Source: an optimization exercise on an open RTL-to-GDS flow (aim: small area and a short achievable clock period). Production flows keep margins and buffers that such runs may drop.
Function was checked by simulation only, so behaviour that the tests miss may differ from the original.
Power and IR drop assume default switching activity.

$ cat flow/flow/run.sh
#!/bin/bash
export SETUP_SLACK_MARGIN=${SETUP_SLACK_MARGIN_OVERRIDE:-6.25}
export BUFFER_PORTS_ARGS="-buffer_cell sky130_fd_sc_hd__buf_1"
bash standard.sh > standard_flow.log 2>&1
$ cat flow/standard.sh
#!/bin/bash
# synth_recipe.tcl (not shown) runs the flow's synth.tcl, then flattens the netlist and writes it again
# the make line also repeats each setting of config.mk as NAME=value (left out here)
make -C /OpenROAD-flow-scripts/flow DESIGN_CONFIG=/design/flow/config.mk WORK_HOME=/design/flow/orfs CLKGATE_MAP_FILE= SYNTH_SCRIPT=/design/flow/synth_recipe.tcl "${@:-finish}"
$ cat flow/config.mk
export PLATFORM = sky130hd
export DESIGN_NAME = fmul
export DESIGN_NICKNAME = fmul
export VERILOG_FILES = /design/flow/design.v
export SDC_FILE = /design/flow/constraint.sdc
export NUM_CORES = 4
export LEC_CHECK = 0
export ABC_AREA = 1
export CAP_MARGIN = 20
export CORE_MARGIN = 2
export CORE_UTILIZATION = 50
export SLEW_MARGIN = 20
$ cat flow/constraint.sdc
create_clock -name core_clock -period 11.0 [get_ports {clk}]
set_input_delay 2.2000 -clock core_clock [delete_from_list [all_inputs] [get_ports {clk}]]
set_output_delay 2.2000 -clock core_clock [all_outputs]
set_load 0.01 [all_outputs]
$ cat flow/design.v
module fmul
  (
   input         clk,
   input         reset,
   input         req,
   input [31:0]  x,
   input [31:0]  y,
   output [31:0] rslt,
   output [4:0]  flag
   );
   reg [3:0]     st;             
   always @(posedge clk)
     st <= req ? 4'b0001 : {st[2:0], 1'b0};
   wire          xz = (x[30:23] == 8'h00);
   wire          yz = (y[30:23] == 8'h00);
   wire [23:0]   fx = {~xz, x[22:0]};
   wire [23:0]   fy = {~yz, y[22:0]};
   wire          g1 = st[0] & ~req;
   wire          g2 = st[1] & ~req;
   wire [8:0]    grp = g1 ? fx[15:7] : g2 ? fx[23:15] : {fx[7:0], 1'b0};
   reg [3:0]     bneg, bone, btwo, nneg, none, ntwo;
   reg           xt;             
   integer       k;
   always @(posedge clk) begin
      for (k = 0; k < 4; k = k + 1) begin
         bneg[k] <= grp[2*k+2] & ~(grp[2*k+1] & grp[2*k]);
         bone[k] <= grp[2*k+1] ^ grp[2*k];
         btwo[k] <= (grp[2*k+2] & ~grp[2*k+1] & ~grp[2*k]) | (~grp[2*k+2] & grp[2*k+1] & grp[2*k]);
         nneg[k] <= ~(grp[2*k+2] & ~(grp[2*k+1] & grp[2*k]));
         none[k] <= ~(grp[2*k+1] ^ grp[2*k]);
         ntwo[k] <= ~((grp[2*k+2] & ~grp[2*k+1] & ~grp[2*k]) | (~grp[2*k+2] & grp[2*k+1] & grp[2*k]));
      end
      xt <= fx[23];
   end
   reg [23:0]    yr;             
   reg [24:0]    hr;             
   reg [23:0]    lr;             
   wire [24:0]   y2 = {yr, 1'b0};
   wire [24:0]   y1 = {1'b0, yr};
   wire [24:0]   pp0 = {~((~y1[24:12] | {13{none[0]}}) & (~y2[24:12] | {13{ntwo[0]}})) ^ ~{13{nneg[0]}},
                         ((y1[11:0] & {12{bone[0]}}) | (y2[11:0] & {12{btwo[0]}})) ^ {12{bneg[0]}}};
   wire [24:0]   pp1 = {~((~y1[24:12] | {13{none[1]}}) & (~y2[24:12] | {13{ntwo[1]}})) ^ ~{13{nneg[1]}},
                         ((y1[11:0] & {12{bone[1]}}) | (y2[11:0] & {12{btwo[1]}})) ^ {12{bneg[1]}}};
   wire [24:0]   pp2 = {~((~y1[24:12] | {13{none[2]}}) & (~y2[24:12] | {13{ntwo[2]}})) ^ ~{13{nneg[2]}},
                         ((y1[11:0] & {12{bone[2]}}) | (y2[11:0] & {12{btwo[2]}})) ^ {12{bneg[2]}}};
   wire [24:0]   pp3 = {~((~y1[24:12] | {13{none[3]}}) & (~y2[24:12] | {13{ntwo[3]}})) ^ ~{13{nneg[3]}},
                         ((y1[11:0] & {12{bone[3]}}) | (y2[11:0] & {12{btwo[3]}})) ^ {12{bneg[3]}}};
   wire [32:0]   r0 = {7'b1010101, ~bneg[0], pp0};
   wire [32:0]   r1 = {5'h00, ~bneg[1], pp1, 1'b0, bneg[0]};
   wire [32:0]   r2 = {3'h0, ~bneg[2], pp2, 1'b0, bneg[1], 2'b00};
   wire [32:0]   r3 = {1'b0, ~bneg[3], pp3, 1'b0, bneg[2], 4'h0};
   wire [24:0]   hg = hr & {25{~st[0]}};      
   wire [32:0]   rh = {7'h00, ~hg[24], hg[24], hg[23:0]};
   wire [32:0]   rx = {1'b0, yr & {24{xt & st[2]}}, 1'b0, bneg[3], 6'h00};
   function [65:0] csa(input [32:0] a, input [32:0] b, input [32:0] c);
      csa = {a ^ b ^ c, ((a & b) | (a & c) | (b & c)) << 1};
   endfunction
   wire [32:0]   s1, c1, s2, c2, s3, c3, s4, c4;
   assign {s1, c1} = csa(r0, r1, r2);
   assign {s2, c2} = csa(r3, rh, rx);
   assign {s3, c3} = csa(s1, c1, s2);
   assign {s4, c4} = csa(s3, c3, c2);
   wire [32:0]   ap = s4 ^ c4;
   wire [32:0]   ag = s4 & c4;
   reg [32:0]    pg, pp_;
   integer       l, m, j;
   always @(*) begin
      pg = ag; pp_ = ap;
      for (l = 0; l < 6; l = l + 1)
        for (m = 0; m < 33; m = m + 1)
          if ((m >> l) & 1) begin
             j = ((m >> l) << l) - 1;
             pg[m] = pg[m] | (pp_[m] & pg[j]);
             pp_[m] = pp_[m] & pp_[j];
          end
   end
   wire [32:0]   tot = ap ^ {pg[31:0], 1'b0};
   always @(posedge clk) begin
      lr <= {tot[7:0], lr[23:8]};
      hr <= tot[32:8];
   end
   function [4:0] lzc24(input [23:0] v);
      integer i;
      begin
         lzc24 = 5'd24;
         for (i = 0; i < 24; i = i + 1)
           if (v[i]) lzc24 = 5'd23 - i;
      end
   endfunction
   reg [9:0]     er;             
   reg [6:0]     qr;             
   reg           cok, nrmok, flush;
   wire [8:0]    sxy = {1'b0, x[30:23]} + {1'b0, y[30:23]};
   wire [9:0]    sxz = {1'b0, er[8:0]} + {9'h000, ~xt} + {9'h000, ~yr[23]};
   wire [4:0]    lzx = lzc24({1'b0, x[22:0]});
   wire [4:0]    lzy = lzc24({1'b0, y[22:0]});
   wire [4:0]    lz = xz ? lzx : yz ? lzy : 5'd0;
   wire [9:0]    sm = sxz - {5'h00, qr[4:0]};                
   wire [9:0]    e_l1 = sm - 10'd127;                       
   wire          e_ge = ~e_l1[9];                           
   wire [5:0]    shv = e_ge ? 6'd23 - {1'b0, qr[4:0]} : 6'd22 - sxz[5:0];   
   wire [49:0]   v0 = {hr[23:0], lr, 2'b00};
   wire [49:0]   v1 = qr[5] ? {32'h0, v0[49:32]} : v0;
   wire          k1 = qr[5] & (|v0[31:0]);
   wire [41:0]   v2 = qr[4] ? {8'h00, v1[49:16]} : v1[41:0];
   wire          k2 = qr[4] & (|v1[15:0]);
   wire [33:0]   v3 = qr[3] ? v2[41:8] : v2[33:0];
   wire          k3 = qr[3] & (|v2[7:0]);
   wire [29:0]   v4 = qr[2] ? v3[33:4] : v3[29:0];
   wire          k4 = qr[2] & (|v3[3:0]);
   wire [27:0]   v5 = qr[1] ? v4[29:2] : v4[27:0];
   wire          k5 = qr[1] & (|v4[1:0]);
   wire          c = ~(qr[0] ? v5[27] : v5[26]);
   wire          sh = c & cok;
   wire [2:0]    t = {qr[0] & ~sh, qr[0] ^ ~sh, ~qr[0] & sh};    
   wire [25:0]   nw = ({26{t[0]}} & v5[25:0]) | ({26{t[1]}} & v5[26:1]) | ({26{t[2]}} & v5[27:2]);
   wire          stk = k1 | k2 | k3 | k4 | k5 | (~t[0] & v5[0]) | (t[2] & v5[1]);
   wire [22:0]   man = nw[24:2];
   wire          gb = nw[1];
   wire          rb = nw[0];
   wire          rnd = gb & (rb | stk | man[0]);
   wire          inx = gb | rb | stk;
   wire [9:0]    expn = c ? er - 10'd1 : er;     
   wire [7:0]    e8 = nrmok ? expn[7:0] : 8'h00;
   wire          ovf = nrmok & (expn[8:0] >= 9'h0ff);
   wire          xnan = (x[30:23] == 8'hff) & (x[22:0] != 0);
   wire          ynan = (y[30:23] == 8'hff) & (y[22:0] != 0);
   wire          xinf = (x[30:23] == 8'hff) & (x[22:0] == 0);
   wire          yinf = (y[30:23] == 8'hff) & (y[22:0] == 0);
   wire          xsn = xnan & ~x[22];
   wire          ysn = ynan & ~y[22];
   wire          xzero = (x[30:0] == 0);
   wire          yzero = (y[30:0] == 0);
   wire [30:0]   nv = {e8, man};
   wire          all1 = &man;
   wire [30:0]   nr = nv + {30'h0, rnd};
   wire          c23 = rnd & all1;                       
   wire          uf = inx & (e8 == 8'h00) & (~c23 | ~rb);   
   wire          of = c23 & (e8 == 8'hfe);
   reg [31:0]    o_r;
   reg [4:0]     o_f;
   always @(*) begin
      o_r = {x[31] ^ y[31], 31'h0}; o_f = 5'h00;
      if (xnan) begin
         o_r = x | 32'h00400000;
         o_f[4] = xsn | ysn;
      end else if (ynan) begin
         o_r = y | 32'h00400000;
         o_f[4] = ysn;
      end else if ((xinf & yzero) | (yinf & xzero)) begin
         o_r = 32'hffc00000; o_f[4] = 1'b1;
      end else if (xinf | yinf) begin
         o_r[30:0] = 31'h7f800000;
      end else if (xzero | yzero) begin
      end else if (flush) begin
         o_f[1:0] = 2'b11;
      end else if (ovf) begin
         o_r[30:0] = 31'h7f800000; o_f[2] = 1'b1; o_f[0] = 1'b1;
      end else begin
         o_r[30:0] = nr;
         o_f[2:0] = {of, uf, inx};
      end
   end
   always @(posedge clk) begin
      if (req)
        yr <= fy;
      else if (st[3])
        yr <= o_r[23:0];
      if (req)
        er <= {1'b0, sxy};
      else if (st[1])
        er <= sm - 10'd126;
      else if (st[3])
        er <= {2'b00, o_r[31:24]};
      if (st[0])
        qr <= {2'b00, lz};
      else if (st[1])
        qr <= {1'b0, shv};
      else if (st[3])
        qr <= {2'b00, o_f};
      if (st[1]) begin
         cok <= e_ge & (e_l1 != 10'd0);
         nrmok <= e_ge;
         flush <= (sxz[8:0] <= 9'd99);          
      end
   end
   assign rslt = {er[7:0], yr};
   assign flag = qr[4:0];
endmodule
==> results.json <==
{
  "grt_pass1_vias": 15780,
  "synthesis.area_mm2": 0.01612,
  "max-vdd-ir-drop_mv": 0.5086,
  "initial_core_util_pct": 50.96,
  "grt_usage_pct": 34.07,
  "period_share_pct": 42.80,
  "placed_cell_area_mm2": 0.01652,
  "root_buffer": "clkbuf_16",
  "die_height_um": 183.6,
  "end_kind": "flop",
  "synth.area.top_cells": "fa_1 13%, nand3_1 11%, nand2_1 11%, dfxtp_1 9.8%, inv_1 8.6%",
  "synth_edf_count": 41,
  "p_leak_nw": 8.637,
  "nNetsFinal": 2715,
  "numCtsBuffers": 17,
  "synth_seq_area_share_pct": 17.45,
  "ios": 104,
  "postRouteAntennaNets": 0,
  "dp_cells": 2782,
  "totalPowerFinal_mw": 7.298,
  "path_class": "reg -> reg",
  "clockBufferDepth": 2,
  "gp_congestion": 0.9629,
  "antenna_cells": 0,
  "rsz0062_at_grt": "yes",
  "clk_latency_ns": 0.44,
  "antenna_found_initial": 2,
  "firstDrtPassIters": 7,
  "cap_violations": 0,
  "synth_common_cells": "451 x nand2_1, 369 x inv_1, 361 x nand3_1, 169 x nor2_1, 143 x xor2_1",
  "rows": 65,
  "setup.worst_path.start_class": "flop",
  "worst_pin_slew_ns": 0.8007,
  "hold_viol": 0,
  "grt_pass1_wl_mm": 87.80,
  "core-area_mm2": 0.03164,
  "synth_cell_types": 53,
  "cts.htree.levels": 4,
  "required_ns": 11.34,
  "area_growth_pct": 13.08,
  "final_area_mm2": 0.01823,
  "grt_max_degree": 71,
  "ff2ff_path_depth": 20,
  "synth_area_per_cell_um2": 6.799,
  "drive_gt1_share_pct": 11.87,
  "crit_fanout": 4,
  "synth_top_area_share_pct": 12.54,
  "dpl.hpwl_mm": 44.66,
  "totalWireLength_mm": 57.22,
  "port_buffers": 102,
  "fmax_mhz": 212.4,
  "postCtsHoldBufs": 0,
  "clock_skew_ns": 0.01098,
  "period_minus_slack_ns": 4.708,
  "setup_viol": 0,
  "dieArea_mm2": 0.03369,
  "instances_no_fill": 2888,
  "r2r-start": "bone[1]",
  "r2r_end": "hr[8]",
  "vias_per_cell": 5.790,
  "ys.flop_type": "dfxtp_1",
  "relSlewSlack_pct": 46.54,
  "die_w_um": 183.6,
  "tns_ns": 0,
  "syn_nets": 2613,
  "grt-ovfl-total": 0,
  "synth_top_area_cell": "fa_1",
  "status": "timing/DRC/antenna clean",
  "min_path_cells": 0,
  "hp-start": "lr[8]",
  "timing.hold.ws_ns": 0.3650,
  "clk_pin_slew_ns": 0.06,
  "netlist_instances": 2371,
  "synth-async-reset-ratio_pct": 0,
  "drc": 0,
  "crit_arrival_ns": 5.05,
  "num_vias": 16720,
  "power.density_mw_per_mm2": 400.3,
  "hold_end": "lr[0]",
  "holdCritPathClass": "reg -> reg",
  "ys_warn_count": 1,
  "ff2ff_setup_slack_ns": 6.29,
  "yosysMostFrequentCell": "nand2_1",
  "wl_per_cell_um": 19.81,
  "drt_iter0_drc": 1678,
  "cts_sinks": 120,
  "cts_tree": "done",
  "drv_slew": 0,
  "synth-seq-cells": 120
}
-- logic make-up (layout without fill, tap and decap cells) --
kind of cell | after synthesis | in the layout | share of synthesized area [%]
xor+xnor | 163 | 163 | 8.856
flops | 120 | 120 | 17.45
buf+inv | 495 | 610 | 12.71
simple gates | 1115 | 1115 | 31.77
compound gates | 303 | 303 | 10.94
fa+ha+maj | 175 | 175 | 18.29
-- layout by cell type, fill, tap and decap left out, types with 65 or more instances in the layout --
master	netlist	final
ha_1	74	70
inv_1	369	338
o22ai_1	94	87
nand3_1	361	360
dfxtp_1	79	65
a21oi_1	69	65
buf_1	12	102
fa_1	101	97
buf_4	18	73
xor2_1	143	137
nor2_1	169	167
nand2_1	451	438
-- metal layers --
metal	vias up	part of all wire, %	track usage [%]
met3	137	8.8	7.132
li1	7957	-	-
met4	2	3.6	11.68
met2	744	46	55.43
met1	7881	42	45.00
met5	-	0.023	0
-- worst max-delay path, cell delays in order, from the launching register on --
cell        delay [ns]
dfxtp_2           0.35
clkinvlp_4        0.18
buf_6             0.19
o22ai_4           0.18
xor2_2            0.18
fa_1              0.44
fa_1              0.55
inv_1             0.06
fa_1              0.53
inv_1             0.07
ha_4              0.27
a21oi_1           0.05
a21boi_2          0.17
o21bai_2          0.18
a21oi_2           0.11
o21ai_2           0.20
nand2_2           0.09
nand2_4           0.14
inv_6             0.07
fa_2              0.56
inv_1             0.04
-- flip-flops by register name (all words and copies together), names as in the netlist --
signal	count
bneg	4
bone	4
btwo	4
cok	1
er	9
flag	5
flush	1
hr	25
lr	24
nneg	4
none	4
nrmok	1
ntwo	4
qr	1
st	4
xt	1
yr	24
-- cell type report --
cell class                 instances  area (um^2)
fill                            3127        13410
clock inverter                    11        121.4
tap                              402        503.0
timing repair inverter             1        5.005
multi-input combinational       1756        11570
sequential                       120         2840
clock buffer                      21        514.2
timing repair buffer             187         1099
inverter                         390         1580
-- per-stage QoR --
stage	setup slack (ns)	util (%)
global placement	5.085	52.21
finish	6.292	57.62
global route	6.186	57.62
floorplan	6.261	-
CTS	6.178	55.71
detailed placement	5.054	52.21
-- what timing repair did --
item                       4_1_cts  5_1_grt
pin swaps                       14       23
setup endpoints to repair       55       52
buffers inserted                37       36
gates resized for setup         55       87
gates cloned                     1        0
-- power breakdown --
part,total [mW],switching [mW],internal [mW]
logic,5.74,3.48,2.26
clock network,0.599,0.235,0.364
registers,0.958,0.262,0.696
total,7.30,3.98,3.32
-- how the worst max path moves through the flow --
stage,from,end,slack (ns),depth (start not counted)
floorplan,yr[5],hr[9],6.26,21
global placement,bneg[0],hr[8],5.08,20
detailed placement,bneg[0],hr[8],5.05,20
CTS,yr[0],hr[8],6.18,21
global route,yr[1],hr[8],6.19,21
finish,bone[1],hr[8],6.29,20

[re-timing with driven ports]
How much do the figures lean on ideal ports? The routed layout below was timed once more, with nothing changed but the port constraints. Step 1: set_driving_cell puts a clkbuf_16 on clk and a buf_2 on each other input, an assumption about the parent block. Step 2 times the ports against the registers' clock, not the clock port: input delays grow and output delays shrink by t, the midpoint of the rising clock arrivals with the driver on. Three values: no drivers, after step 1, after step 2; two values: the first two.
t, ns: 0.490
slack for setup (ns): 6.292 / 6.292 / 6.075
worst setup path after step 2: input to register
worst register clock-pin slew, ns: 0.06 / 0.06
pins driven straight from the clock port: 1
After both steps setup and hold are still met in this run. The setup slack of this run moves by 0.000 ns with the drivers and by -0.217 ns with both steps.
